Context: an optimization exercise on an open-source flow, tuned for small area. The choices shown serve that exercise and are no tape-out recipe.
Only simulation tests tie the RTL to the original design; equivalence was not proved.

==> 03-26: inputs <==
==> flow/design.v (excerpt) <==
module VectorAccumulate #(
    parameter vector_length = 7,
    parameter data_width = 16
) (
    input wire clk,
    input wire [vector_length*data_width-1: 0] vector_in,
    output wire [data_width+$clog2(vector_length)-1: 0] vector_sum
);
reg [28:0] r1;
reg [20:0] r2;
reg [18:0] r3;
wire n1 = vector_in[0] ^ vector_in[16] ^ vector_in[32];
wire n2 = (vector_in[0] & vector_in[16]) | (vector_in[0] & vector_in[32]) | (vector_in[16] & vector_in[32]);
wire n3 = vector_in[48] ^ vector_in[64] ^ vector_in[80];
wire n4 = (vector_in[48] & vector_in[64]) | (vector_in[48] & vector_in[80]) | (vector_in[64] & vector_in[80]);
wire n5 = vector_in[96] ^ n1 ^ n3;
wire n6 = (vector_in[96] & n1) | (vector_in[96] & n3) | (n1 & n3);
wire n7 = vector_in[1] ^ vector_in[17] ^ vector_in[33];
wire n8 = (vector_in[1] & vector_in[17]) | (vector_in[1] & vector_in[33]) | (vector_in[17] & vector_in[33]);
wire n9 = vector_in[49] ^ vector_in[65] ^ vector_in[81];
wire n10 = (vector_in[49] & vector_in[65]) | (vector_in[49] & vector_in[81]) | (vector_in[65] & vector_in[81]);
wire n11 = vector_in[97] ^ n2 ^ n4;
wire n12 = (vector_in[97] & n2) | (vector_in[97] & n4) | (n2 & n4);
wire n13 = n7 ^ n9 ^ n6;
  ...
==> flow/config.mk <==
export PLATFORM = sky130hd
export DESIGN_NAME = VectorAccumulate
export DESIGN_NICKNAME = VectorAccumulate
export VERILOG_FILES = /design/flow/design.v
export SDC_FILE = /design/flow/constraint.sdc
export NUM_CORES = 4
export LEC_CHECK = 0
export CAP_MARGIN = 20
export CORE_MARGIN = 2
export CORE_UTILIZATION = 40
export SLEW_MARGIN = 20
==> flow/constraint.sdc <==
create_clock -name core_clock -period 4.0 [get_ports {clk}]
set_input_delay 0.8000 -clock core_clock [delete_from_list [all_inputs] [get_ports {clk}]]
set_output_delay 0.8000 -clock core_clock [all_outputs]
set_load 0.01 [all_outputs]
standard.sh (not shown) runs the stock make flow with config.mk's settings and CLKGATE_MAP_FILE= SYNTH_SCRIPT=/design/flow/synth_recipe.tcl, a recipe that flattens the netlist after the stock synthesis.
==> flow/flow/run.sh <==
#!/bin/bash
# The standard layout (standard.sh) with these changes to how it is made:
#  - Yosys's synth runs without its early "abc -fast" pass (-noabc), so that extract_fa
#    finds the design's full and half adders in their plain form and maps them to
#    fa/ha cells without inverters on their pins;
#  - every input and output port still gets a buffer, but a buf_1 rather than the
#    delay-buffer cell buffer_ports picks by default;
#  - clock tree synthesis uses clkbuf_4 buffers and no dummy loads.
# standard.sh's make output goes to standard.log; ORFS writes each step's log under orfs/logs.
set -euo pipefail
export SYNTH_ARGS="-noabc"
export BUFFER_PORTS_ARGS="-buffer_cell sky130_fd_sc_hd__buf_1"
export CTS_ARGS="-sink_clustering_enable -repair_clock_nets -dont_use_dummy_load -buf_list sky130_fd_sc_hd__clkbuf_4 -root_buf sky130_fd_sc_hd__clkbuf_4 -sink_clustering_size 25 -sink_clustering_max_diameter 100"
bash standard.sh > standard.log 2>&1
==> 04-18 (differences from 03-26) <==
--- a/flow/flow/run.sh
+++ b/flow/flow/run.sh
@@ -10,5 +10,5 @@
 set -euo pipefail
 export SYNTH_ARGS="-noabc"
 export BUFFER_PORTS_ARGS="-buffer_cell sky130_fd_sc_hd__buf_1"
-export CTS_ARGS="-sink_clustering_enable -repair_clock_nets -dont_use_dummy_load -buf_list sky130_fd_sc_hd__clkbuf_4 -root_buf sky130_fd_sc_hd__clkbuf_4 -sink_clustering_size 25 -sink_clustering_max_diameter 100"
+export CTS_ARGS="-sink_clustering_enable -repair_clock_nets -dont_use_dummy_load -buf_list sky130_fd_sc_hd__clkbuf_16 -root_buf sky130_fd_sc_hd__clkbuf_16 -sink_clustering_size 70 -sink_clustering_max_diameter 500"
 bash standard.sh > standard.log 2>&1
==> 09-21 (differences from 03-26) <==
--- a/flow/flow/run.sh
+++ b/flow/flow/run.sh
@@ -10,5 +10,5 @@
 set -euo pipefail
 export SYNTH_ARGS="-noabc"
 export BUFFER_PORTS_ARGS="-buffer_cell sky130_fd_sc_hd__buf_1"
-export CTS_ARGS="-sink_clustering_enable -repair_clock_nets -dont_use_dummy_load -buf_list sky130_fd_sc_hd__clkbuf_4 -root_buf sky130_fd_sc_hd__clkbuf_4 -sink_clustering_size 25 -sink_clustering_max_diameter 100"
+export CTS_ARGS="-sink_clustering_enable -repair_clock_nets -dont_use_dummy_load -buf_list sky130_fd_sc_hd__clkbuf_4 -root_buf sky130_fd_sc_hd__clkbuf_4"
 bash standard.sh > standard.log 2>&1
- CORE_UTILIZATION: 40 -> 60
==> 11-25 (differences from 03-26) <==
--- a/flow/flow/run.sh
+++ b/flow/flow/run.sh
@@ -10,5 +10,5 @@
 set -euo pipefail
 export SYNTH_ARGS="-noabc"
 export BUFFER_PORTS_ARGS="-buffer_cell sky130_fd_sc_hd__buf_1"
-export CTS_ARGS="-sink_clustering_enable -repair_clock_nets -dont_use_dummy_load -buf_list sky130_fd_sc_hd__clkbuf_4 -root_buf sky130_fd_sc_hd__clkbuf_4 -sink_clustering_size 25 -sink_clustering_max_diameter 100"
+export CTS_ARGS="-sink_clustering_enable -repair_clock_nets -dont_use_dummy_load -buf_list sky130_fd_sc_hd__clkbuf_8 -root_buf sky130_fd_sc_hd__clkbuf_8 -sink_buffer_max_cap_derate 1.0 -sink_clustering_size 69 -sink_clustering_max_diameter 500"
 bash standard.sh > standard.log 2>&1
==> results.ini <==
[status]
status = no timing/DRC/antenna violations

[critical_path]
required_ns = 4.24

[layout]
mostFrequentLayoutCells = 131 x buf_1, 93 x fa_1, 69 x dfxtp_1, 9 x clkbuf_4, 7 x ha_1
fillers = 366
final_cells = 381

[detailed_routing]
vias_per_cell = 4.59
drtIter0Drc = 49

[pwr]
ir_drop_mv = 0.294
power_frac_seq_pct = 51.6
sw_frac_of_total_pct = 31.8

[die]
row_count = 27

[global_routing]
grtUsageMet1_pct = 22.7
met2_usage_pct = 30.2

Source of the figures above: 09-21

==> results.ini <==
[layout]
final_cells = 414
mostFrequentLayoutCells = 131 x buf_1, 93 x fa_1, 69 x dfxtp_1, 9 x clkbuf_4, 7 x ha_1
reg_top3 = r1 x29, r2 x21, r3 x19

[global_routing]
met2_usage_pct = 20.5
grtUsageMet1_pct = 14.8

[die]
row_count = 33

[synth]
async_flop_share_pct = 0
yosysMostFrequentCell = fa_1

[critical_path]
required_ns = 4.26

[detailed_routing]
vias = 1719
vias_per_cell = 4.15
drtIter0Drc = 15

[status]
status = no timing/DRC/antenna violations

[pwr]
sw_frac_of_total_pct = 31.8

[timing]
hold_viol_final = 0

Source of the figures above: 03-26

==> results.ini <==
[pwr]
ir_drop_mv = 0.212
sw_frac_of_total_pct = 29.2
power_frac_seq_pct = 45.4

[die]
row_count = 33

[global_routing]
grtUsageMet1_pct = 14.6

[layout]
mostFrequentLayoutCells = 131 x buf_1, 93 x fa_1, 69 x dfxtp_1, 9 x clkbuf_16, 7 x ha_1
fillers = 720
final_cells = 414

[status]
status = no timing/DRC/antenna violations

[detailed_routing]
drtIter0Drc = 10
vias_per_cell = 4.17

[critical_path]
required_ns = 4.19

Source of the figures above: 04-18

==> results.ini <==
[status]
status = no timing/DRC/antenna violations

[global_routing]
grtUsageMet1_pct = 14.6
met2_usage_pct = 20.8

[layout]
final_cells = 414
mostFrequentLayoutCells = 131 x buf_1, 93 x fa_1, 69 x dfxtp_1, 9 x clkbuf_8, 7 x ha_1

[pwr]
sw_frac_of_total_pct = 30.9
power_frac_seq_pct = 49.5
ir_drop_mv = 0.212

[die]
row_count = 33

[detailed_routing]
vias_per_cell = 4.14

[critical_path]
required_ns = 4.20

Source of the figures above: 11-25

[what the ideal ports hide]
How much do the figures lean on ideal ports? The routed layouts below were timed once more, with nothing changed but the port constraints.
Step 1, drivers: a clkbuf_16 drives clk and a buf_2 each remaining input, both assumed.
Step 2 adds t to the input delays and takes it off the output delays; t is the mean of the earliest and latest rising clock arrival at the registers after step 1. Input paths then give back, and output paths get back, about the clock's delay inside the block.
a / b / c = ideal ports / drivers / drivers and shift; a / b = the first two.
run	t (ns)	slack for setup (ns)	worst setup path after step 2	latest minus earliest clock arrival (ns)	worst data-port slew with drivers (ns)
03-26	0.392	0.402 / 0.402 / 0.010	input to register	0.032 / 0.033	0.04
04-18	0.337	0.333 / 0.339 / 0.002	input to register	0.017 / 0.017	0.04
09-21	0.390	0.363 / 0.365 / -0.024	input to register	0.031 / 0.031	0.04
11-25	0.343	0.336 / 0.337 / -0.005	input to register	0.021 / 0.021	0.04
Met with ideal ports but missed after step 2: setup timing in 09-21 and 11-25. The setup slack of 03-26, which loses most, moves by 0.000 ns with the drivers and by -0.392 ns with both steps.
